Background: an optimization exercise with open tools, aiming at small area and a short achievable clock period. Do not read the settings as production practice.
No functional check of the RTL was part of any run shown here.
Power figures rest on the tool's default switching activity, not on a simulated workload.

==> flow/design.v <==
module eight_pt_fft(a0,a1,a2,a3,a4,a5,a6,a7,clk,rst,
                    y0,yr1,yi1,yr2,yi2,yr3,yi3,y4,yr5,yi5,yr6,yi6,yr7,yi7);
    input  [15:0] a0,a1,a2,a3,a4,a5,a6,a7;
    input  clk,rst;
    output [15:0] y0,yr1,yi1,yr2,yi2,yr3,yi3,y4,yr5,yi5,yr6,yi6,yr7,yi7;
    reg [2:0] cnt;
    always @(posedge clk)
        if (rst) cnt <= 3'd0;
        else if (cnt != 3'd6) cnt <= cnt + 3'd1;
    wire ok = (cnt == 3'd6) & ~rst;
    wire [15:0] w_s0 = a0 + a4;
    wire [15:0] w_s1 = a0 - a4;
    reg [15:0] s0;
    reg [15:0] s1;
    always @(posedge clk) begin s0 <= w_s0; s1 <= w_s1; end
    wire [15:0] w_s2 = a2 + a6;
    wire [15:0] w_s3 = a2 - a6;
    reg [15:0] s2;
    reg [15:0] s3;
    always @(posedge clk) begin s2 <= w_s2; s3 <= w_s3; end
    wire [15:0] w_s4 = a1 + a5;
    wire [15:0] w_s5 = a1 - a5;
    reg [15:0] s4;
    reg [15:0] s5;
    always @(posedge clk) begin s4 <= w_s4; s5 <= w_s5; end
    wire [15:0] w_s6 = a3 + a7;
    wire [15:0] w_s7 = a3 - a7;
    reg [15:0] s6;
    reg [15:0] s7;
    always @(posedge clk) begin s6 <= w_s6; s7 <= w_s7; end
    wire [15:0] w_t0 = s0 + s2;
    reg [15:0] t0;
    always @(posedge clk) t0 <= w_t0;
    wire [15:0] w_t2 = s0 - s2;
    reg [15:0] t2;
    always @(posedge clk) t2 <= w_t2;
    wire [15:0] w_t4 = s4 + s6;
    reg [15:0] t4;
    always @(posedge clk) t4 <= w_t4;
    wire [15:0] w_t6 = s4 - s6;
    reg [15:0] t6;
    always @(posedge clk) t6 <= w_t6;
    wire [15:0] w_u = s5 - s7;
    reg [15:0] u;
    always @(posedge clk) u <= w_u;
    wire [15:0] w_v = s5 + s7;
    reg [15:0] v;
    always @(posedge clk) v <= w_v;
    reg [15:0] b1;
    always @(posedge clk) b1 <= s1;
    reg [15:0] b3;
    always @(posedge clk) b3 <= s3;
    wire cp_hs1 = u[1] ^ u[3];
    wire cp_hc2 = u[1] & u[3];
    wire cp_fs3 = u[2] ^ u[4] ^ u[5];
    wire cp_fc4 = (u[2] & u[4]) | (u[2] & u[5]) | (u[4] & u[5]);
    wire cp_fs5 = u[3] ^ u[5] ^ u[6];
    wire cp_fc6 = (u[3] & u[5]) | (u[3] & u[6]) | (u[5] & u[6]);
    wire cp_fs7 = u[4] ^ u[6] ^ u[7];
    wire cp_fc8 = (u[4] & u[6]) | (u[4] & u[7]) | (u[6] & u[7]);
    wire cp_fs9 = u[5] ^ u[7] ^ u[8];
    wire cp_fc10 = (u[5] & u[7]) | (u[5] & u[8]) | (u[7] & u[8]);
    wire cp_fs11 = u[6] ^ u[8] ^ u[9];
    wire cp_fc12 = (u[6] & u[8]) | (u[6] & u[9]) | (u[8] & u[9]);
    wire cp_fs13 = u[7] ^ u[9] ^ u[10];
    wire cp_fc14 = (u[7] & u[9]) | (u[7] & u[10]) | (u[9] & u[10]);
    wire cp_fs15 = u[8] ^ u[10] ^ u[11];
    wire cp_fc16 = (u[8] & u[10]) | (u[8] & u[11]) | (u[10] & u[11]);
    wire cp_fs17 = u[9] ^ u[11] ^ u[12];
    wire cp_fc18 = (u[9] & u[11]) | (u[9] & u[12]) | (u[11] & u[12]);
    wire cp_hs19 = cp_hs1 ^ u[4];
    wire cp_hc20 = cp_hs1 & u[4];
    wire cp_fs21 = cp_hc2 ^ cp_fs3 ^ u[7];
    wire cp_fc22 = (cp_hc2 & cp_fs3) | (cp_hc2 & u[7]) | (cp_fs3 & u[7]);
    wire cp_fs23 = cp_fc4 ^ cp_fs5 ^ u[8];
    wire cp_fc24 = (cp_fc4 & cp_fs5) | (cp_fc4 & u[8]) | (cp_fs5 & u[8]);
    wire cp_fs25 = cp_fc6 ^ cp_fs7 ^ u[9];
    wire cp_fc26 = (cp_fc6 & cp_fs7) | (cp_fc6 & u[9]) | (cp_fs7 & u[9]);
    wire cp_fs27 = cp_fc8 ^ cp_fs9 ^ u[10];
    wire cp_fc28 = (cp_fc8 & cp_fs9) | (cp_fc8 & u[10]) | (cp_fs9 & u[10]);
    wire cp_fs29 = cp_fc10 ^ cp_fs11 ^ u[11];
    wire cp_fc30 = (cp_fc10 & cp_fs11) | (cp_fc10 & u[11]) | (cp_fs11 & u[11]);
    wire cp_fs31 = cp_fc12 ^ cp_fs13 ^ u[12];
    wire cp_fc32 = (cp_fc12 & cp_fs13) | (cp_fc12 & u[12]) | (cp_fs13 & u[12]);
    wire cp_fs33 = cp_fc14 ^ cp_fs15 ^ u[13];
    wire cp_fc34 = (cp_fc14 & cp_fs15) | (cp_fc14 & u[13]) | (cp_fs15 & u[13]);
    wire cp_fs35 = cp_fc16 ^ cp_fs17 ^ u[14];
    wire cp_fc36 = (cp_fc16 & cp_fs17) | (cp_fc16 & u[14]) | (cp_fs17 & u[14]);
    wire cp_fs37 = cp_fc18 ^ u[10] ^ u[12];
    wire cp_fc38 = (cp_fc18 & u[10]) | (cp_fc18 & u[12]) | (u[10] & u[12]);
    wire cp_fs39 = u[11] ^ u[13] ^ u[14];
    wire cp_fc40 = (u[11] & u[13]) | (u[11] & u[14]) | (u[13] & u[14]);
    wire cp_hs41 = cp_hs19 ^ u[6];
    wire cp_hc42 = cp_hs19 & u[6];
    wire cp_fs43 = cp_hc20 ^ cp_fs21 ^ u[9];
    wire cp_fc44 = (cp_hc20 & cp_fs21) | (cp_hc20 & u[9]) | (cp_fs21 & u[9]);
    wire cp_fs45 = cp_fc22 ^ cp_fs23 ^ u[10];
    wire cp_fc46 = (cp_fc22 & cp_fs23) | (cp_fc22 & u[10]) | (cp_fs23 & u[10]);
    wire cp_fs47 = cp_fc24 ^ cp_fs25 ^ u[11];
    wire cp_fc48 = (cp_fc24 & cp_fs25) | (cp_fc24 & u[11]) | (cp_fs25 & u[11]);
    wire cp_fs49 = cp_fc26 ^ cp_fs27 ^ u[12];
    wire cp_fc50 = (cp_fc26 & cp_fs27) | (cp_fc26 & u[12]) | (cp_fs27 & u[12]);
    wire cp_fs51 = cp_fc28 ^ cp_fs29 ^ u[13];
    wire cp_fc52 = (cp_fc28 & cp_fs29) | (cp_fc28 & u[13]) | (cp_fs29 & u[13]);
    wire cp_fs53 = cp_fc30 ^ cp_fs31 ^ u[14];
    wire cp_fc54 = (cp_fc30 & cp_fs31) | (cp_fc30 & u[14]) | (cp_fs31 & u[14]);
    wire cp_fs55 = cp_fc32 ^ cp_fs33 ^ u[15];
    wire cp_fc56 = (cp_fc32 & cp_fs33) | (cp_fc32 & u[15]) | (cp_fs33 & u[15]);
    wire cp_fs57 = cp_fc34 ^ cp_fs35 ^ u[15];
    wire cp_fc58 = (cp_fc34 & cp_fs35) | (cp_fc34 & u[15]) | (cp_fs35 & u[15]);
    wire cp_fs59 = cp_fc36 ^ cp_fs37 ^ u[13];
    wire cp_fc60 = (cp_fc36 & cp_fs37) | (cp_fc36 & u[13]) | (cp_fs37 & u[13]);
    wire cp_fs61 = cp_fc38 ^ cp_fs39 ^ u[15];
    wire cp_fc62 = (cp_fc38 & cp_fs39) | (cp_fc38 & u[15]) | (cp_fs39 & u[15]);
    wire cp_fs63 = cp_fc40 ^ u[12] ^ u[14];
    wire cp_fc64 = (cp_fc40 & u[12]) | (cp_fc40 & u[14]) | (u[12] & u[14]);
    wire [15:0] cp_s = {u[15], 1'b0, u[14], cp_fc64, cp_fc62, cp_fc60, cp_fc58, cp_fc56, cp_fc54, cp_fc52, cp_fc50, cp_fc48, cp_fc46, cp_fc44, cp_hc42, cp_hs41};
    wire [15:0] cp_c = {1'b0, 1'b0, u[15], u[13], cp_fs63, cp_fs61, cp_fs59, cp_fs57, cp_fs55, cp_fs53, cp_fs51, cp_fs49, cp_fs47, cp_fs45, cp_fs43, u[8]};
    wire cq_hs65 = v[1] ^ v[3];
    wire cq_hc66 = v[1] & v[3];
    wire cq_fs67 = v[2] ^ v[4] ^ v[5];
    wire cq_fc68 = (v[2] & v[4]) | (v[2] & v[5]) | (v[4] & v[5]);
    wire cq_fs69 = v[3] ^ v[5] ^ v[6];
    wire cq_fc70 = (v[3] & v[5]) | (v[3] & v[6]) | (v[5] & v[6]);
    wire cq_fs71 = v[4] ^ v[6] ^ v[7];
    wire cq_fc72 = (v[4] & v[6]) | (v[4] & v[7]) | (v[6] & v[7]);
    wire cq_fs73 = v[5] ^ v[7] ^ v[8];
    wire cq_fc74 = (v[5] & v[7]) | (v[5] & v[8]) | (v[7] & v[8]);
    wire cq_fs75 = v[6] ^ v[8] ^ v[9];
    wire cq_fc76 = (v[6] & v[8]) | (v[6] & v[9]) | (v[8] & v[9]);
    wire cq_fs77 = v[7] ^ v[9] ^ v[10];
    wire cq_fc78 = (v[7] & v[9]) | (v[7] & v[10]) | (v[9] & v[10]);
    wire cq_fs79 = v[8] ^ v[10] ^ v[11];
    wire cq_fc80 = (v[8] & v[10]) | (v[8] & v[11]) | (v[10] & v[11]);
    wire cq_fs81 = v[9] ^ v[11] ^ v[12];
    wire cq_fc82 = (v[9] & v[11]) | (v[9] & v[12]) | (v[11] & v[12]);
    wire cq_hs83 = cq_hs65 ^ v[4];
    wire cq_hc84 = cq_hs65 & v[4];
    wire cq_fs85 = cq_hc66 ^ cq_fs67 ^ v[7];
    wire cq_fc86 = (cq_hc66 & cq_fs67) | (cq_hc66 & v[7]) | (cq_fs67 & v[7]);
    wire cq_fs87 = cq_fc68 ^ cq_fs69 ^ v[8];
    wire cq_fc88 = (cq_fc68 & cq_fs69) | (cq_fc68 & v[8]) | (cq_fs69 & v[8]);
    wire cq_fs89 = cq_fc70 ^ cq_fs71 ^ v[9];
    wire cq_fc90 = (cq_fc70 & cq_fs71) | (cq_fc70 & v[9]) | (cq_fs71 & v[9]);
    wire cq_fs91 = cq_fc72 ^ cq_fs73 ^ v[10];
    wire cq_fc92 = (cq_fc72 & cq_fs73) | (cq_fc72 & v[10]) | (cq_fs73 & v[10]);
    wire cq_fs93 = cq_fc74 ^ cq_fs75 ^ v[11];
    wire cq_fc94 = (cq_fc74 & cq_fs75) | (cq_fc74 & v[11]) | (cq_fs75 & v[11]);
    wire cq_fs95 = cq_fc76 ^ cq_fs77 ^ v[12];
    wire cq_fc96 = (cq_fc76 & cq_fs77) | (cq_fc76 & v[12]) | (cq_fs77 & v[12]);
    wire cq_fs97 = cq_fc78 ^ cq_fs79 ^ v[13];
    wire cq_fc98 = (cq_fc78 & cq_fs79) | (cq_fc78 & v[13]) | (cq_fs79 & v[13]);
    wire cq_fs99 = cq_fc80 ^ cq_fs81 ^ v[14];
    wire cq_fc100 = (cq_fc80 & cq_fs81) | (cq_fc80 & v[14]) | (cq_fs81 & v[14]);
    wire cq_fs101 = cq_fc82 ^ v[10] ^ v[12];
    wire cq_fc102 = (cq_fc82 & v[10]) | (cq_fc82 & v[12]) | (v[10] & v[12]);
    wire cq_fs103 = v[11] ^ v[13] ^ v[14];
    wire cq_fc104 = (v[11] & v[13]) | (v[11] & v[14]) | (v[13] & v[14]);
    wire cq_hs105 = cq_hs83 ^ v[6];
    wire cq_hc106 = cq_hs83 & v[6];
    wire cq_fs107 = cq_hc84 ^ cq_fs85 ^ v[9];
    wire cq_fc108 = (cq_hc84 & cq_fs85) | (cq_hc84 & v[9]) | (cq_fs85 & v[9]);
    wire cq_fs109 = cq_fc86 ^ cq_fs87 ^ v[10];
    wire cq_fc110 = (cq_fc86 & cq_fs87) | (cq_fc86 & v[10]) | (cq_fs87 & v[10]);
    wire cq_fs111 = cq_fc88 ^ cq_fs89 ^ v[11];
    wire cq_fc112 = (cq_fc88 & cq_fs89) | (cq_fc88 & v[11]) | (cq_fs89 & v[11]);
    wire cq_fs113 = cq_fc90 ^ cq_fs91 ^ v[12];
    wire cq_fc114 = (cq_fc90 & cq_fs91) | (cq_fc90 & v[12]) | (cq_fs91 & v[12]);
    wire cq_fs115 = cq_fc92 ^ cq_fs93 ^ v[13];
    wire cq_fc116 = (cq_fc92 & cq_fs93) | (cq_fc92 & v[13]) | (cq_fs93 & v[13]);
    wire cq_fs117 = cq_fc94 ^ cq_fs95 ^ v[14];
    wire cq_fc118 = (cq_fc94 & cq_fs95) | (cq_fc94 & v[14]) | (cq_fs95 & v[14]);
    wire cq_fs119 = cq_fc96 ^ cq_fs97 ^ v[15];
    wire cq_fc120 = (cq_fc96 & cq_fs97) | (cq_fc96 & v[15]) | (cq_fs97 & v[15]);
    wire cq_fs121 = cq_fc98 ^ cq_fs99 ^ v[15];
    wire cq_fc122 = (cq_fc98 & cq_fs99) | (cq_fc98 & v[15]) | (cq_fs99 & v[15]);
    wire cq_fs123 = cq_fc100 ^ cq_fs101 ^ v[13];
    wire cq_fc124 = (cq_fc100 & cq_fs101) | (cq_fc100 & v[13]) | (cq_fs101 & v[13]);
    wire cq_fs125 = cq_fc102 ^ cq_fs103 ^ v[15];
    wire cq_fc126 = (cq_fc102 & cq_fs103) | (cq_fc102 & v[15]) | (cq_fs103 & v[15]);
    wire cq_fs127 = cq_fc104 ^ v[12] ^ v[14];
    wire cq_fc128 = (cq_fc104 & v[12]) | (cq_fc104 & v[14]) | (v[12] & v[14]);
    wire [15:0] cq_s = {v[15], 1'b0, v[14], cq_fc128, cq_fc126, cq_fc124, cq_fc122, cq_fc120, cq_fc118, cq_fc116, cq_fc114, cq_fc112, cq_fc110, cq_fc108, cq_hc106, cq_hs105};
    wire [15:0] cq_c = {1'b0, 1'b0, v[15], v[13], cq_fs127, cq_fs125, cq_fs123, cq_fs121, cq_fs119, cq_fs117, cq_fs115, cq_fs113, cq_fs111, cq_fs109, cq_fs107, v[8]};
    reg [15:0] ps;
    reg [15:0] pc;
    reg [15:0] qs;
    reg [15:0] qc;
    reg [15:0] c0;
    reg [15:0] c2;
    reg [15:0] c4;
    reg [15:0] c6;
    reg [15:0] c1;
    reg [15:0] c3;
    always @(posedge clk) begin ps <= cp_s; pc <= cp_c; qs <= cq_s; qc <= cq_c; c0 <= t0; c2 <= t2; c4 <= t4; c6 <= t6; c1 <= b1; c3 <= b3; end
    wire [15:0] w_p = ps + pc;
    wire [15:0] w_q = qs + qc;
    reg [15:0] p;
    reg [15:0] q;
    reg [15:0] d0;
    reg [15:0] d2;
    reg [15:0] d4;
    reg [15:0] d6;
    reg [15:0] d1;
    reg [15:0] d3;
    always @(posedge clk) begin p <= w_p; q <= w_q; d0 <= c0; d2 <= c2; d4 <= c4; d6 <= c6; d1 <= c1; d3 <= c3; end
    reg [15:0] ep;
    reg [15:0] eq;
    reg [15:0] e0;
    reg [15:0] e2;
    reg [15:0] e4;
    reg [15:0] e6;
    reg [15:0] e1;
    reg [15:0] e3;
    always @(posedge clk) begin ep <= p; eq <= q; e0 <= d0; e2 <= d2; e4 <= d4; e6 <= d6; e1 <= d1; e3 <= d3; end
    wire [15:0] w_f0 = e0 + e4;
    reg [15:0] f0;
    always @(posedge clk) f0 <= w_f0;
    wire [15:0] w_f4 = e0 - e4;
    reg [15:0] f4;
    always @(posedge clk) f4 <= w_f4;
    wire [15:0] w_fr1 = e1 - ep;
    reg [15:0] fr1;
    always @(posedge clk) fr1 <= w_fr1;
    wire [15:0] w_fr5 = e1 + ep;
    reg [15:0] fr5;
    always @(posedge clk) fr5 <= w_fr5;
    wire [15:0] w_fi3 = e3 - eq;
    reg [15:0] fi3;
    always @(posedge clk) fi3 <= w_fi3;
    wire [15:0] w_fi7 = e3 + eq;
    reg [15:0] fi7;
    always @(posedge clk) fi7 <= w_fi7;
    reg [15:0] f2;
    always @(posedge clk) f2 <= e2;
    reg [15:0] f6;
    always @(posedge clk) f6 <= e6;
    wire w_ni2_o129 = f6[0];
    wire w_ni2_o130 = w_ni2_o129 | f6[1];
    wire w_ni2_o131 = w_ni2_o130 | f6[2];
    wire w_ni2_o132 = w_ni2_o131 | f6[3];
    wire w_ni2_o133 = w_ni2_o132 | f6[4];
    wire w_ni2_o134 = w_ni2_o133 | f6[5];
    wire w_ni2_o135 = w_ni2_o134 | f6[6];
    wire w_ni2_o136 = w_ni2_o135 | f6[7];
    wire w_ni2_o137 = w_ni2_o136 | f6[8];
    wire w_ni2_o138 = w_ni2_o137 | f6[9];
    wire w_ni2_o139 = w_ni2_o138 | f6[10];
    wire w_ni2_o140 = w_ni2_o139 | f6[11];
    wire w_ni2_o141 = w_ni2_o140 | f6[12];
    wire w_ni2_o142 = w_ni2_o141 | f6[13];
    wire w_ni2_o143 = w_ni2_o142 | f6[14];
    wire [15:0] w_ni2 = {f6[15] ^ w_ni2_o143, f6[14] ^ w_ni2_o142, f6[13] ^ w_ni2_o141, f6[12] ^ w_ni2_o140, f6[11] ^ w_ni2_o139, f6[10] ^ w_ni2_o138, f6[9] ^ w_ni2_o137, f6[8] ^ w_ni2_o136, f6[7] ^ w_ni2_o135, f6[6] ^ w_ni2_o134, f6[5] ^ w_ni2_o133, f6[4] ^ w_ni2_o132, f6[3] ^ w_ni2_o131, f6[2] ^ w_ni2_o130, f6[1] ^ w_ni2_o129, f6[0]};
    wire w_ni5_o144 = fi3[0];
    wire w_ni5_o145 = w_ni5_o144 | fi3[1];
    wire w_ni5_o146 = w_ni5_o145 | fi3[2];
    wire w_ni5_o147 = w_ni5_o146 | fi3[3];
    wire w_ni5_o148 = w_ni5_o147 | fi3[4];
    wire w_ni5_o149 = w_ni5_o148 | fi3[5];
    wire w_ni5_o150 = w_ni5_o149 | fi3[6];
    wire w_ni5_o151 = w_ni5_o150 | fi3[7];
    wire w_ni5_o152 = w_ni5_o151 | fi3[8];
    wire w_ni5_o153 = w_ni5_o152 | fi3[9];
    wire w_ni5_o154 = w_ni5_o153 | fi3[10];
    wire w_ni5_o155 = w_ni5_o154 | fi3[11];
    wire w_ni5_o156 = w_ni5_o155 | fi3[12];
    wire w_ni5_o157 = w_ni5_o156 | fi3[13];
    wire w_ni5_o158 = w_ni5_o157 | fi3[14];
    wire [15:0] w_ni5 = {fi3[15] ^ w_ni5_o158, fi3[14] ^ w_ni5_o157, fi3[13] ^ w_ni5_o156, fi3[12] ^ w_ni5_o155, fi3[11] ^ w_ni5_o154, fi3[10] ^ w_ni5_o153, fi3[9] ^ w_ni5_o152, fi3[8] ^ w_ni5_o151, fi3[7] ^ w_ni5_o150, fi3[6] ^ w_ni5_o149, fi3[5] ^ w_ni5_o148, fi3[4] ^ w_ni5_o147, fi3[3] ^ w_ni5_o146, fi3[2] ^ w_ni5_o145, fi3[1] ^ w_ni5_o144, fi3[0]};
    wire w_ni1_o159 = fi7[0];
    wire w_ni1_o160 = w_ni1_o159 | fi7[1];
    wire w_ni1_o161 = w_ni1_o160 | fi7[2];
    wire w_ni1_o162 = w_ni1_o161 | fi7[3];
    wire w_ni1_o163 = w_ni1_o162 | fi7[4];
    wire w_ni1_o164 = w_ni1_o163 | fi7[5];
    wire w_ni1_o165 = w_ni1_o164 | fi7[6];
    wire w_ni1_o166 = w_ni1_o165 | fi7[7];
    wire w_ni1_o167 = w_ni1_o166 | fi7[8];
    wire w_ni1_o168 = w_ni1_o167 | fi7[9];
    wire w_ni1_o169 = w_ni1_o168 | fi7[10];
    wire w_ni1_o170 = w_ni1_o169 | fi7[11];
    wire w_ni1_o171 = w_ni1_o170 | fi7[12];
    wire w_ni1_o172 = w_ni1_o171 | fi7[13];
    wire w_ni1_o173 = w_ni1_o172 | fi7[14];
    wire [15:0] w_ni1 = {fi7[15] ^ w_ni1_o173, fi7[14] ^ w_ni1_o172, fi7[13] ^ w_ni1_o171, fi7[12] ^ w_ni1_o170, fi7[11] ^ w_ni1_o169, fi7[10] ^ w_ni1_o168, fi7[9] ^ w_ni1_o167, fi7[8] ^ w_ni1_o166, fi7[7] ^ w_ni1_o165, fi7[6] ^ w_ni1_o164, fi7[5] ^ w_ni1_o163, fi7[4] ^ w_ni1_o162, fi7[3] ^ w_ni1_o161, fi7[2] ^ w_ni1_o160, fi7[1] ^ w_ni1_o159, fi7[0]};
    reg [15:0] o0;
    always @(posedge clk) o0 <= f0 & {16{ok}};
    reg [15:0] o4;
    always @(posedge clk) o4 <= f4 & {16{ok}};
    reg [15:0] or1;
    always @(posedge clk) or1 <= fr1 & {16{ok}};
    reg [15:0] or5;
    always @(posedge clk) or5 <= fr5 & {16{ok}};
    reg [15:0] or2;
    always @(posedge clk) or2 <= f2 & {16{ok}};
    reg [15:0] oi6;
    always @(posedge clk) oi6 <= f6 & {16{ok}};
    reg [15:0] oi2;
    always @(posedge clk) oi2 <= w_ni2 & {16{ok}};
    reg [15:0] oi3;
    always @(posedge clk) oi3 <= fi3 & {16{ok}};
    reg [15:0] oi5;
    always @(posedge clk) oi5 <= w_ni5 & {16{ok}};
    reg [15:0] oi7;
    always @(posedge clk) oi7 <= fi7 & {16{ok}};
    reg [15:0] oi1;
    always @(posedge clk) oi1 <= w_ni1 & {16{ok}};
    assign y0 = o0;   assign y4 = o4;
    assign yr1 = or1; assign yr3 = or1;
    assign yr5 = or5; assign yr7 = or5;
    assign yr2 = or2; assign yr6 = or2;
    assign yi2 = oi2; assign yi6 = oi6;
    assign yi1 = oi1; assign yi3 = oi3;
    assign yi5 = oi5; assign yi7 = oi7;
endmodule
==> flow/flow/run.sh <==
#!/bin/bash
# Standard layout, except that synthesis maps adders to plain gates instead of
# the platform's full/half-adder cells (ADDER_MAP_FILE left empty). Registers,
# their names and cell types are the same as the standard synthesis.
set -euo pipefail
bash standard.sh ADDER_MAP_FILE= finish > run_make.log 2>&1
==> flow/standard.sh <==
#!/bin/bash
# synth_recipe.tcl (not shown) runs the flow's synth.tcl, then flattens the netlist and writes it again
# the make line also repeats each setting of config.mk as NAME=value (left out here)
make -C /OpenROAD-flow-scripts/flow DESIGN_CONFIG=/design/flow/config.mk WORK_HOME=/design/flow/orfs CLKGATE_MAP_FILE= SYNTH_SCRIPT=/design/flow/synth_recipe.tcl "${@:-finish}"
==> flow/config.mk <==
export PLATFORM = sky130hd
export DESIGN_NAME = eight_pt_fft
export DESIGN_NICKNAME = eight_pt_fft
export VERILOG_FILES = /design/flow/design.v
export SDC_FILE = /design/flow/constraint.sdc
export NUM_CORES = 4
export LEC_CHECK = 0
export CAP_MARGIN = 20
export CORE_MARGIN = 2
export CORE_UTILIZATION = 40
export SETUP_SLACK_MARGIN = 2.0
export SLEW_MARGIN = 20
==> flow/constraint.sdc <==
create_clock -name core_clock -period 4.0 [get_ports {clk}]
set_input_delay 0.8000 -clock core_clock [delete_from_list [all_inputs] [get_ports {clk}]]
set_output_delay 0.8000 -clock core_clock [all_outputs]
set_load 0.01 [all_outputs]
==> results of run 1 <==
-- cells in the final DEF (no fill, tap or decap), types with 137 or more instances in the layout --
cell     Yosys  final
maj3_2      39    145
buf_6        0    200
xnor2_1    407    337
nand2_1    143    137
nor2_1     207    186
and2_1     142    140
buf_4       54    233
buf_2        1    219
xor2_1     195    173
dfxtp_1    948    859
-- Yosys cell counts, drive strengths merged (72+ instances only) --
library cell / count
dfxtp: 948
a21oi: 97
o21ai: 107
xnor2: 407
inv: 125
nor2b: 90
clkbuf: 72
maj3: 202
nand2: 143
nor2: 207
and2: 142
xor2: 195
-- where the power goes --
part	leakage (nW)	switching (mW)	internal (mW)
logic	10.6	7.16	8.83
clock network	1.72	3.74	5.89
registers	7.96	2.67	13.1
total	20.3	13.6	27.9
-- layer usage --
metal | wire length, µm | global-route usage, %
met1 | 33300 | 20.0
met2 | 40200 | 31.0
met3 | 2550 | 2.76
met4 | 1990 | 5.74
met5 | 7 | 0
-- critical path, stage by stage, from the launching register on --
cell and delay (ps):
dfxtp_4 360, o211ai_4 210, a31oi_4 110, maj3_2 320
maj3_2 330, maj3_2 310, maj3_2 320, maj3_2 340
o21a_1 230, maj3_2 320, maj3_2 320, xnor2_2 150
-- repair_timing --
item | CTS | global route
hold buffers | 0 | 0
pin swaps | 248 | 226
buffers inserted | 205 | 127
endpoints found under the hold margin | 0 | 0
endpoints found under the setup margin | 451 | 253
gates resized for setup | 1414 | 273
-- final timing paths --
path | end | from | slack (ps)
setup / recovery | t4[15]$_DFF_P_ | s6[1]$_DFF_P_ | 560
hold / removal | e1[5]$_DFF_P_ | d1[5]$_DFF_P_ | 310
setup reg to reg | t4[15]$_DFF_P_ | s6[1]$_DFF_P_ | 560
hold reg to reg | e1[5]$_DFF_P_ | d1[5]$_DFF_P_ | 310
-- logic make-up (layout without fill, tap and decap cells) --
group	after synthesis	count (layout)
AOI/OAI and AO/OA	439	439
xor gates and xnor gates	602	602
adders and majority gates	202	202
buffers and inverters	258	1074
DFF	948	948
muxes	1	1
other	0	2
and+or+nand+nor	769	769
-- metrics by stage --
step | setup WS (ps) | power [mW] | TNS (ps) | util [%] | std cells
6_report | 560 | 41.4 | 0 | 56.5 | 5181
5_1_grt | 462 | 44.1 | 0 | 56.5 | 5181
4_1_cts | 545 | 40.1 | 0 | 53.9 | 5052
2_1_floorplan | 401 | 25.1 | 0 | - | 3219
3_5_place_dp | -255 | 28.2 | -1620 | 47.5 | 4670
3_3_place_gp | -225 | 28.0 | -1110 | 47.5 | 4670
-- area by class of cell --
class                      count  area [µm²]  share of cell area [%]
antenna                        2        5.00                  0.0104
clock buffer                 124        2760                    5.74
clock inverter                53         748                    1.55
inverter                     126         474                   0.985
multi-input combinational   2013       17200                    35.8
sequential                   948       19200                    39.8
tap                         1144        1430                    2.97
timing repair buffer         771        6310                    13.1
==> run_results.csv, run 1 <==
group,metric,value,unit
sta,max_freq,291,MHz
clocking,clkLatencyLatePin,640,ps
layout,area_growth,40.2,%
setup_path,reg2regPathDepth,11,
synth,synth_top_area_share,55.3,%
power_and_ir_drop,p_per_area,861,mW/mm²
outcome,outcome,"complete, no violations",
layout,fin_nets,4086,
power_and_ir_drop,leakage,20.3,nW
sta,final_hold_viol_count,0,
sta,worst_pin_slew,919,ps
hold_path,worstHoldPathCells,0,
grt,antenna_found_initial,6,
synth,muxShareOfSynthArea,0.0292,%
route,routed_wl,78000,µm
synth,yosys.area_share.simple,11.3,%
floorplanning,coreArea,0.0851,mm²
hold_path,hold_class,"reg -> reg",
grt,grt_pass1_wl,121000,µm
sta,rsz0062_at_grt,"true",
setup_path,critPathMaxFanout,3,
clocking,path_clk_slew,60,ps
floorplanning,die_h,297,µm
grt,gr-total-overflow,0,
setup_path,cp-end-kind,"flip-flop",
grt,grt_max_degree,77,
floorplanning,die_w,297,µm
clocking,clkSinkCount,948,
floorplanning,initial_utilization,40.3,%
synth,synth-edff-count,0,
route,ant_nets,0,
sta,setup_viol,0,
synth,synth_area_leaders,"dfxtp_1, xnor2_1, xor2_1",
sta,finalCritPeriodShare,86.0,%
synth,syn_area,0.0343,mm²
synth,netlist_instances,3219,
placed_design,place_congestion,0.846,
route,first_iter_violations,693,
route,vias,23400,
layout,fillers,7225,
setup_path,crit_type,"reg -> reg",
route,drt_first_pass_iters,4,
sta,holdWs,310,ps
grt,grt_pass1_vias,23000,
power_and_ir_drop,ir_drop,0.000424,V
sta,period_needed,3440,ps
clocking,htreeDepth,3,
clocking,clk_path_buf_depth,3,
synth,synth_top_family_by_area,"XOR/XNOR gates",
sta,maxSlewHeadroom,38.1,%
placed_design,place.port_buffers,353,
route,detail_route.wl_per_cell,15.1,µm
synth,ys_types,76,
placed_design,dpl.hpwl,54800,µm
placed_design,place_area,0.0404,mm²
job,max-cap-violations,0,
sta,finClkSkew,24.3,ps
floorplanning,rows,107,
layout,drive_above_1_share,36.5,%
synth,yosys_warnings,1,
floorplanning,ios,354,
synth,yosys.area_share.adder,6.03,%
synth,synthArstFlopShare,0,%
setup_path,critPathLaunchType,"flip-flop",
synth,synth_xor_area_share,15.4,%
setup_path,worstPathRequired,4510,ps
sta,slew_viol_final,0,
setup_path,cp.arrival,3950,ps
route,vias_per_cell,4.51,
floorplanning,dieArea,0.0882,mm²
layout,stdcell_area,0.0481,mm²
synth,synth_compound_area_share,8.52,%
synth,seq_area_frac_synth,55.3,%
synth,synthFlopType,"dfxtp_1",
synth,syn_area_per_cell,10.7,µm²
synth,syn-num-nets,3349,
clocking,cts_root_buf,"clkbuf_16",
synth,synth_seq_cells,948,
clocking,tritoncts,"built",
clocking,cts_buffers,96,
synth,yosys.area.top_type,"dfxtp_1",
route,post-route-drc-count,0,
grt,grtUsageTotal,17.0,%
==> inputs of run 2 (changes only) <==
--- a/flow/design.v
+++ b/flow/design.v
@@ -236,52 +236,103 @@
     reg [15:0] f6;
     always @(posedge clk) f6 <= e6;
-    wire w_ni2_o129 = f6[0];
-    wire w_ni2_o130 = w_ni2_o129 | f6[1];
-    wire w_ni2_o131 = w_ni2_o130 | f6[2];
-    wire w_ni2_o132 = w_ni2_o131 | f6[3];
-    wire w_ni2_o133 = w_ni2_o132 | f6[4];
-    wire w_ni2_o134 = w_ni2_o133 | f6[5];
-    wire w_ni2_o135 = w_ni2_o134 | f6[6];
-    wire w_ni2_o136 = w_ni2_o135 | f6[7];
-    wire w_ni2_o137 = w_ni2_o136 | f6[8];
-    wire w_ni2_o138 = w_ni2_o137 | f6[9];
-    wire w_ni2_o139 = w_ni2_o138 | f6[10];
-    wire w_ni2_o140 = w_ni2_o139 | f6[11];
-    wire w_ni2_o141 = w_ni2_o140 | f6[12];
-    wire w_ni2_o142 = w_ni2_o141 | f6[13];
-    wire w_ni2_o143 = w_ni2_o142 | f6[14];
-    wire [15:0] w_ni2 = {f6[15] ^ w_ni2_o143, f6[14] ^ w_ni2_o142, f6[13] ^ w_ni2_o141, f6[12] ^ w_ni2_o140, f6[11] ^ w_ni2_o139, f6[10] ^ w_ni2_o138, f6[9] ^ w_ni2_o137, f6[8] ^ w_ni2_o136, f6[7] ^ w_ni2_o135, f6[6] ^ w_ni2_o134, f6[5] ^ w_ni2_o133, f6[4] ^ w_ni2_o132, f6[3] ^ w_ni2_o131, f6[2] ^ w_ni2_o130, f6[1] ^ w_ni2_o129, f6[0]};
-    wire w_ni5_o144 = fi3[0];
-    wire w_ni5_o145 = w_ni5_o144 | fi3[1];
-    wire w_ni5_o146 = w_ni5_o145 | fi3[2];
-    wire w_ni5_o147 = w_ni5_o146 | fi3[3];
-    wire w_ni5_o148 = w_ni5_o147 | fi3[4];
-    wire w_ni5_o149 = w_ni5_o148 | fi3[5];
-    wire w_ni5_o150 = w_ni5_o149 | fi3[6];
-    wire w_ni5_o151 = w_ni5_o150 | fi3[7];
-    wire w_ni5_o152 = w_ni5_o151 | fi3[8];
-    wire w_ni5_o153 = w_ni5_o152 | fi3[9];
-    wire w_ni5_o154 = w_ni5_o153 | fi3[10];
-    wire w_ni5_o155 = w_ni5_o154 | fi3[11];
-    wire w_ni5_o156 = w_ni5_o155 | fi3[12];
-    wire w_ni5_o157 = w_ni5_o156 | fi3[13];
-    wire w_ni5_o158 = w_ni5_o157 | fi3[14];
-    wire [15:0] w_ni5 = {fi3[15] ^ w_ni5_o158, fi3[14] ^ w_ni5_o157, fi3[13] ^ w_ni5_o156, fi3[12] ^ w_ni5_o155, fi3[11] ^ w_ni5_o154, fi3[10] ^ w_ni5_o153, fi3[9] ^ w_ni5_o152, fi3[8] ^ w_ni5_o151, fi3[7] ^ w_ni5_o150, fi3[6] ^ w_ni5_o149, fi3[5] ^ w_ni5_o148, fi3[4] ^ w_ni5_o147, fi3[3] ^ w_ni5_o146, fi3[2] ^ w_ni5_o145, fi3[1] ^ w_ni5_o144, fi3[0]};
-    wire w_ni1_o159 = fi7[0];
-    wire w_ni1_o160 = w_ni1_o159 | fi7[1];
-    wire w_ni1_o161 = w_ni1_o160 | fi7[2];
-    wire w_ni1_o162 = w_ni1_o161 | fi7[3];
-    wire w_ni1_o163 = w_ni1_o162 | fi7[4];
-    wire w_ni1_o164 = w_ni1_o163 | fi7[5];
-    wire w_ni1_o165 = w_ni1_o164 | fi7[6];
-    wire w_ni1_o166 = w_ni1_o165 | fi7[7];
-    wire w_ni1_o167 = w_ni1_o166 | fi7[8];
-    wire w_ni1_o168 = w_ni1_o167 | fi7[9];
-    wire w_ni1_o169 = w_ni1_o168 | fi7[10];
-    wire w_ni1_o170 = w_ni1_o169 | fi7[11];
-    wire w_ni1_o171 = w_ni1_o170 | fi7[12];
-    wire w_ni1_o172 = w_ni1_o171 | fi7[13];
-    wire w_ni1_o173 = w_ni1_o172 | fi7[14];
-    wire [15:0] w_ni1 = {fi7[15] ^ w_ni1_o173, fi7[14] ^ w_ni1_o172, fi7[13] ^ w_ni1_o171, fi7[12] ^ w_ni1_o170, fi7[11] ^ w_ni1_o169, fi7[10] ^ w_ni1_o168, fi7[9] ^ w_ni1_o167, fi7[8] ^ w_ni1_o166, fi7[7] ^ w_ni1_o165, fi7[6] ^ w_ni1_o164, fi7[5] ^ w_ni1_o163, fi7[4] ^ w_ni1_o162, fi7[3] ^ w_ni1_o161, fi7[2] ^ w_ni1_o160, fi7[1] ^ w_ni1_o159, fi7[0]};
+    wire w_ni2_o129 = f6[1] | f6[0];
+    wire w_ni2_o130 = f6[3] | f6[2];
+    wire w_ni2_o131 = f6[5] | f6[4];
+    wire w_ni2_o132 = f6[7] | f6[6];
+    wire w_ni2_o133 = f6[9] | f6[8];
+    wire w_ni2_o134 = f6[11] | f6[10];
+    wire w_ni2_o135 = f6[13] | f6[12];
+    wire w_ni2_o136 = f6[15] | f6[14];
+    wire w_ni2_o137 = f6[2] | w_ni2_o129;
+    wire w_ni2_o138 = w_ni2_o130 | w_ni2_o129;
+    wire w_ni2_o139 = f6[6] | w_ni2_o131;
+    wire w_ni2_o140 = w_ni2_o132 | w_ni2_o131;
+    wire w_ni2_o141 = f6[10] | w_ni2_o133;
+    wire w_ni2_o142 = w_ni2_o134 | w_ni2_o133;
+    wire w_ni2_o143 = f6[14] | w_ni2_o135;
+    wire w_ni2_o144 = w_ni2_o136 | w_ni2_o135;
+    wire w_ni2_o145 = f6[4] | w_ni2_o138;
+    wire w_ni2_o146 = w_ni2_o131 | w_ni2_o138;
+    wire w_ni2_o147 = w_ni2_o139 | w_ni2_o138;
+    wire w_ni2_o148 = w_ni2_o140 | w_ni2_o138;
+    wire w_ni2_o149 = f6[12] | w_ni2_o142;
+    wire w_ni2_o150 = w_ni2_o135 | w_ni2_o142;
+    wire w_ni2_o151 = w_ni2_o143 | w_ni2_o142;
+    wire w_ni2_o152 = w_ni2_o144 | w_ni2_o142;
+    wire w_ni2_o153 = f6[8] | w_ni2_o148;
+    wire w_ni2_o154 = w_ni2_o133 | w_ni2_o148;
+    wire w_ni2_o155 = w_ni2_o141 | w_ni2_o148;
+    wire w_ni2_o156 = w_ni2_o142 | w_ni2_o148;
+    wire w_ni2_o157 = w_ni2_o149 | w_ni2_o148;
+    wire w_ni2_o158 = w_ni2_o150 | w_ni2_o148;
+    wire w_ni2_o159 = w_ni2_o151 | w_ni2_o148;
+    wire w_ni2_o160 = w_ni2_o152 | w_ni2_o148;
+    wire [15:0] w_ni2 = {f6[15] ^ w_ni2_o159, f6[14] ^ w_ni2_o158, f6[13] ^ w_ni2_o157, f6[12] ^ w_ni2_o156, f6[11] ^ w_ni2_o155, f6[10] ^ w_ni2_o154, f6[9] ^ w_ni2_o153, f6[8] ^ w_ni2_o148, f6[7] ^ w_ni2_o147, f6[6] ^ w_ni2_o146, f6[5] ^ w_ni2_o145, f6[4] ^ w_ni2_o138, f6[3] ^ w_ni2_o137, f6[2] ^ w_ni2_o129, f6[1] ^ f6[0], f6[0]};
+    wire w_ni5_o161 = fi3[1] | fi3[0];
+    wire w_ni5_o162 = fi3[3] | fi3[2];
+    wire w_ni5_o163 = fi3[5] | fi3[4];
+    wire w_ni5_o164 = fi3[7] | fi3[6];
+    wire w_ni5_o165 = fi3[9] | fi3[8];
+    wire w_ni5_o166 = fi3[11] | fi3[10];
+    wire w_ni5_o167 = fi3[13] | fi3[12];
+    wire w_ni5_o168 = fi3[15] | fi3[14];
+    wire w_ni5_o169 = fi3[2] | w_ni5_o161;
+    wire w_ni5_o170 = w_ni5_o162 | w_ni5_o161;
+    wire w_ni5_o171 = fi3[6] | w_ni5_o163;
+    wire w_ni5_o172 = w_ni5_o164 | w_ni5_o163;
+    wire w_ni5_o173 = fi3[10] | w_ni5_o165;
+    wire w_ni5_o174 = w_ni5_o166 | w_ni5_o165;
+    wire w_ni5_o175 = fi3[14] | w_ni5_o167;
+    wire w_ni5_o176 = w_ni5_o168 | w_ni5_o167;
+    wire w_ni5_o177 = fi3[4] | w_ni5_o170;
+    wire w_ni5_o178 = w_ni5_o163 | w_ni5_o170;
+    wire w_ni5_o179 = w_ni5_o171 | w_ni5_o170;
+    wire w_ni5_o180 = w_ni5_o172 | w_ni5_o170;
+    wire w_ni5_o181 = fi3[12] | w_ni5_o174;
+    wire w_ni5_o182 = w_ni5_o167 | w_ni5_o174;
+    wire w_ni5_o183 = w_ni5_o175 | w_ni5_o174;
+    wire w_ni5_o184 = w_ni5_o176 | w_ni5_o174;
+    wire w_ni5_o185 = fi3[8] | w_ni5_o180;
+    wire w_ni5_o186 = w_ni5_o165 | w_ni5_o180;
+    wire w_ni5_o187 = w_ni5_o173 | w_ni5_o180;
+    wire w_ni5_o188 = w_ni5_o174 | w_ni5_o180;
+    wire w_ni5_o189 = w_ni5_o181 | w_ni5_o180;
+    wire w_ni5_o190 = w_ni5_o182 | w_ni5_o180;
+    wire w_ni5_o191 = w_ni5_o183 | w_ni5_o180;
+    wire w_ni5_o192 = w_ni5_o184 | w_ni5_o180;
+    wire [15:0] w_ni5 = {fi3[15] ^ w_ni5_o191, fi3[14] ^ w_ni5_o190, fi3[13] ^ w_ni5_o189, fi3[12] ^ w_ni5_o188, fi3[11] ^ w_ni5_o187, fi3[10] ^ w_ni5_o186, fi3[9] ^ w_ni5_o185, fi3[8] ^ w_ni5_o180, fi3[7] ^ w_ni5_o179, fi3[6] ^ w_ni5_o178, fi3[5] ^ w_ni5_o177, fi3[4] ^ w_ni5_o170, fi3[3] ^ w_ni5_o169, fi3[2] ^ w_ni5_o161, fi3[1] ^ fi3[0], fi3[0]};
+    wire w_ni1_o193 = fi7[1] | fi7[0];
+    wire w_ni1_o194 = fi7[3] | fi7[2];
+    wire w_ni1_o195 = fi7[5] | fi7[4];
+    wire w_ni1_o196 = fi7[7] | fi7[6];
+    wire w_ni1_o197 = fi7[9] | fi7[8];
+    wire w_ni1_o198 = fi7[11] | fi7[10];
+    wire w_ni1_o199 = fi7[13] | fi7[12];
+    wire w_ni1_o200 = fi7[15] | fi7[14];
+    wire w_ni1_o201 = fi7[2] | w_ni1_o193;
+    wire w_ni1_o202 = w_ni1_o194 | w_ni1_o193;
+    wire w_ni1_o203 = fi7[6] | w_ni1_o195;
+    wire w_ni1_o204 = w_ni1_o196 | w_ni1_o195;
+    wire w_ni1_o205 = fi7[10] | w_ni1_o197;
+    wire w_ni1_o206 = w_ni1_o198 | w_ni1_o197;
+    wire w_ni1_o207 = fi7[14] | w_ni1_o199;
+    wire w_ni1_o208 = w_ni1_o200 | w_ni1_o199;
+    wire w_ni1_o209 = fi7[4] | w_ni1_o202;
+    wire w_ni1_o210 = w_ni1_o195 | w_ni1_o202;
+    wire w_ni1_o211 = w_ni1_o203 | w_ni1_o202;
+    wire w_ni1_o212 = w_ni1_o204 | w_ni1_o202;
+    wire w_ni1_o213 = fi7[12] | w_ni1_o206;
+    wire w_ni1_o214 = w_ni1_o199 | w_ni1_o206;
+    wire w_ni1_o215 = w_ni1_o207 | w_ni1_o206;
+    wire w_ni1_o216 = w_ni1_o208 | w_ni1_o206;
+    wire w_ni1_o217 = fi7[8] | w_ni1_o212;
+    wire w_ni1_o218 = w_ni1_o197 | w_ni1_o212;
+    wire w_ni1_o219 = w_ni1_o205 | w_ni1_o212;
+    wire w_ni1_o220 = w_ni1_o206 | w_ni1_o212;
+    wire w_ni1_o221 = w_ni1_o213 | w_ni1_o212;
+    wire w_ni1_o222 = w_ni1_o214 | w_ni1_o212;
+    wire w_ni1_o223 = w_ni1_o215 | w_ni1_o212;
+    wire w_ni1_o224 = w_ni1_o216 | w_ni1_o212;
+    wire [15:0] w_ni1 = {fi7[15] ^ w_ni1_o223, fi7[14] ^ w_ni1_o222, fi7[13] ^ w_ni1_o221, fi7[12] ^ w_ni1_o220, fi7[11] ^ w_ni1_o219, fi7[10] ^ w_ni1_o218, fi7[9] ^ w_ni1_o217, fi7[8] ^ w_ni1_o212, fi7[7] ^ w_ni1_o211, fi7[6] ^ w_ni1_o210, fi7[5] ^ w_ni1_o209, fi7[4] ^ w_ni1_o202, fi7[3] ^ w_ni1_o201, fi7[2] ^ w_ni1_o193, fi7[1] ^ fi7[0], fi7[0]};
     reg [15:0] o0;
     always @(posedge clk) o0 <= f0 & {16{ok}};
==> run 2 against run 1 <==
- synthesized cell count rose by 1.1%
- cell count rose by 1.0%
- hold slack improved by 3.5 ps
- non-clock buffer count rose by 27
- critical endpoint is now f0[14]$_DFF_P_
- area after synthesis barely moved
- wire length rose by 4.1%
- final area rose by 1.6%
- clock power fell by 3.3%
- still clean on timing, DRC and antenna
- largest cell class unchanged
- register-to-register slack improved by 40 ps
- first-iteration DRC count rose by 52%
==> run_results.csv, run 2 <==
group,metric,value,unit
outcome,outcome,"complete, no violations",
sta,setup_viol,0,
setup_path,worstSetupStartpoint,"e0[1]$_DFF_P_",
layout,area_growth,42.4,%
synth,syn_area,0.0343,mm²
clocking,htreeDepth,3,
power_and_ir_drop,leakage,20.4,nW
grt,grt_max_degree,129,
clocking,path_clk_slew,60,ps
floorplanning,coreArea,0.0851,mm²
floorplanning,dieArea,0.0882,mm²
hold_path,hold_class,"reg -> reg",
power_and_ir_drop,power_frac_comb,39.7,%
layout,instances_no_fill,5235,
placed_design,dp.cells,4689,
synth,synth-edff-count,0,
synth,syn_area_per_cell,10.6,µm²
layout,fillers,7136,
setup_path,crit_type,"reg -> reg",
synth,seq_area_frac_synth,55.3,%
clocking,ctsHoldBuffers,0,
power_and_ir_drop,ir_drop,0.000448,V
clocking,cts_buffers,95,
sta,period_needed,3400,ps
synth,netlist_instances,3255,
grt,grtUsageTotal,17.5,%
grt,grt_pass1_wl,124000,µm
layout,drive_above_1_share,36.7,%
setup_path,cp-end-kind,"flip-flop",
power_and_ir_drop,p_sw_share,32.7,%
route,routed_wl,81300,µm
layout,utilization,57.5,%
sta,max_freq,294,MHz
sta,maxSlewHeadroom,45.0,%
setup_path,critPathLaunchType,"flip-flop",
floorplanning,rows,107,
layout,stdcell_area,0.0489,mm²
grt,gr-total-overflow,0,
clocking,cts_root_buf,"clkbuf_16",
synth,synth_area_leaders,"dfxtp_1, xnor2_1, xor2_1",
sta,finClkSkew,18.6,ps
route,vias_per_cell,4.60,
hold_path,worstHoldPathCells,0,
setup_path,critPathMaxFanout,4,
synth,ys_types,64,
route,drt_first_pass_iters,5,
setup_path,reg2regPathDepth,11,
route,first_iter_violations,1050,
clocking,clk_path_buf_depth,3,
placed_design,place_worst_setup_slack,-549,ps
layout,fin_nets,4143,
sta,final_hold_viol_count,0,
job,max-cap-violations,0,
placed_design,place_congestion,0.838,
synth,yosysMostFrequentCell,"dfxtp_1",
power_and_ir_drop,pwr-share-clk,22.2,%
floorplanning,die_w,297,µm
synth,yosys_warnings,1,
clocking,clkLatencyLatePin,630,ps
power_and_ir_drop,p_int,28.2,mW
hold_path,min_from,"p[10]$_DFF_P_",
grt,antenna_found_initial,7,
layout,layout_common_cells,"dfxtp_1, xnor2_1, buf_4",
power_and_ir_drop,p_per_area,858,mW/mm²
synth,synth_top_area_share,55.3,%
route,ant_nets,0,
sta,slew_viol_final,0,
route,detail_route.wl_per_cell,15.5,µm
clocking,clkSinkCount,948,
floorplanning,initial_utilization,40.3,%
floorplanning,ios,354,
sta,finalCritPeriodShare,85.1,%
synth,synthTopCellsByCount,"dfxtp_1, xnor2_1, nor2_1",
power_and_ir_drop,p_seq_share,38.1,%
synth,synthArstFlopShare,0,%
setup_path,worstPathRequired,4520,ps
sta,rsz0062_at_grt,"true",
synth,syn-num-nets,3385,
clocking,tritoncts,"built",
setup_path,cp.arrival,3930,ps
power_and_ir_drop,p_switching,13.7,mW
hold_path,whs_endpoint,"ep[10]$_DFF_P_",
synth,synth_seq_cells,948,
floorplanning,die_h,297,µm
placed_design,place_area,0.0404,mm²
setup_path,regToRegStartpoint,"e0[1]$_DFF_P_",
layout,seq_area,0.0192,mm²
sta,setup_ws,595,ps
synth,synthFlopType,"dfxtp_1",
layout,final_common_cell,"dfxtp_1",
setup_path,r2r_end,"f0[14]$_DFF_P_",
placed_design,place.port_buffers,353,
setup_path,reg2reg_setup_slack,600,ps
sta,finalSetupTns,0,ps
route,vias,24100,
sta,worst_pin_slew,819,ps
route,post-route-drc-count,0,
grt,grt_pass1_vias,23300,
layout,multi_input_area,0.0177,mm²
synth,yosys.area.top_type,"dfxtp_1",
placed_design,dpl.hpwl,57000,µm
==> run 2: cell types whose count changed after synthesis, sizes merged, moves of 11 or more <==
cell	delta
nor2b	+12
maj3	-26
nor3	+24
xor2	-15
nand2	+21
or3	-11
==> run 2: how the worst max path moves through the flow <==
stage | endpoint | cells after the start
final | f0[14]$_DFF_P_ | 11
after global routing | t4[12]$_DFF_P_ | 11
after CTS | f0[14]$_DFF_P_ | 11
after detailed placement | s2[15]$_DFF_P_ | 12
after global placement | s2[15]$_DFF_P_ | 12
after floorplan | s6[14]$_DFF_P_ | 11
==> run 2: cell families after synthesis <==
logic type      Yosys count  share of synthesized area, %
compound gates          460                          8.89
xor+xnor                597                          15.2
fa+ha+maj               176                          5.23
buf+inv                 256                          3.39
flops                   948                          55.3
mux                       1                        0.0291
simple gates            817                          12.0
==> run 2: stage by stage <==
| stage | hold WS, ps | power, mW |
|---|---|---|
| global route | 321 | 44.5 |
| CTS | 314 | 40.3 |
| floorplan | 309 | 25.3 |
| finish | 314 | 42.0 |
| detailed placement | 312 | 28.2 |
| global placement | 310 | 28.0 |
==> run 2: power by group through the flow <==
stage | Clock [mW] | Combinational (mW) | Sequential [mW]
after floorplan | 0 | 10.6 | 14.6
after global placement | 0 | 12.0 | 16.0
after detailed placement | 0 | 12.1 | 16.1
after CTS | 9.57 | 14.8 | 15.9
after global routing | 9.95 | 18.1 | 16.5
final | 9.31 | 16.6 | 16.0
==> run 2: routing by layer <==
layer,GRT usage [%],up-vias,part of all wire [%],wire length (µm)
li1,-,12300,-,-
met2,28.9,432,47,38300
met1,23.2,11200,46,37300
met3,3.18,112,4.6,3730
met5,0,-,0.028,23
met4,5.65,4,2.4,1980
==> run 2: layout make-up <==
class	instances	share of cell area, %
flip-flops and latches	948	39.2
inverters	119	0.921
clock inverters	35	1.09
clock buffers	136	5.81
repair buffers	798	13.9
diodes	4	0.0205
well taps	1144	2.93
multi-input cells	2051	36.1
==> run 2: repair_timing <==
item | in CTS | in global routing
pin swaps | 281 | 249
setup endpoints to repair | 452 | 278
cloned | 0 | 0
gates resized for setup | 1393 | 336
setup buffers | 247 | 124
==> run 2: critical path, stage by stage (launching register included) <==
cell and delay (ps):
dfxtp_4 370, a31oi_4 220, o31ai_4 80, maj3_2 310, maj3_2 320, maj3_2 340
maj3_2 380, o2bb2ai_4 150, maj3_2 330, maj3_2 370, maj3_2 320, xnor2_1 120

re-timing with driven ports:
The flow's constraints put no driver on any port. The routed layouts listed below were extracted and timed again, unchanged, in two steps.
Step 1, drivers: a clkbuf_16 drives clk and a buf_2 each remaining input, both assumed.
Step 2 times the ports against the registers' clock, not the clock port: input delays grow and output delays shrink by t, the midpoint of the rising clock arrivals with the driver on.
a / b / c = no drivers / after step 1 / after step 2; a / b = the first two.
run | t, ns | slack for setup (ns) | hold slack, ns
run 1 | 0.698 | 0.560 / 0.560 / 0.086 | 0.310 / 0.310 / 0.310
run 2 | 0.686 | 0.595 / 0.551 / -0.136 | 0.314 / 0.314 / 0.314
With both steps, setup timing fails in run 2, where it was met with ideal ports. For run 2, which loses most, drivers alone change the setup slack by -0.044 ns; drivers and shift together by -0.731 ns.
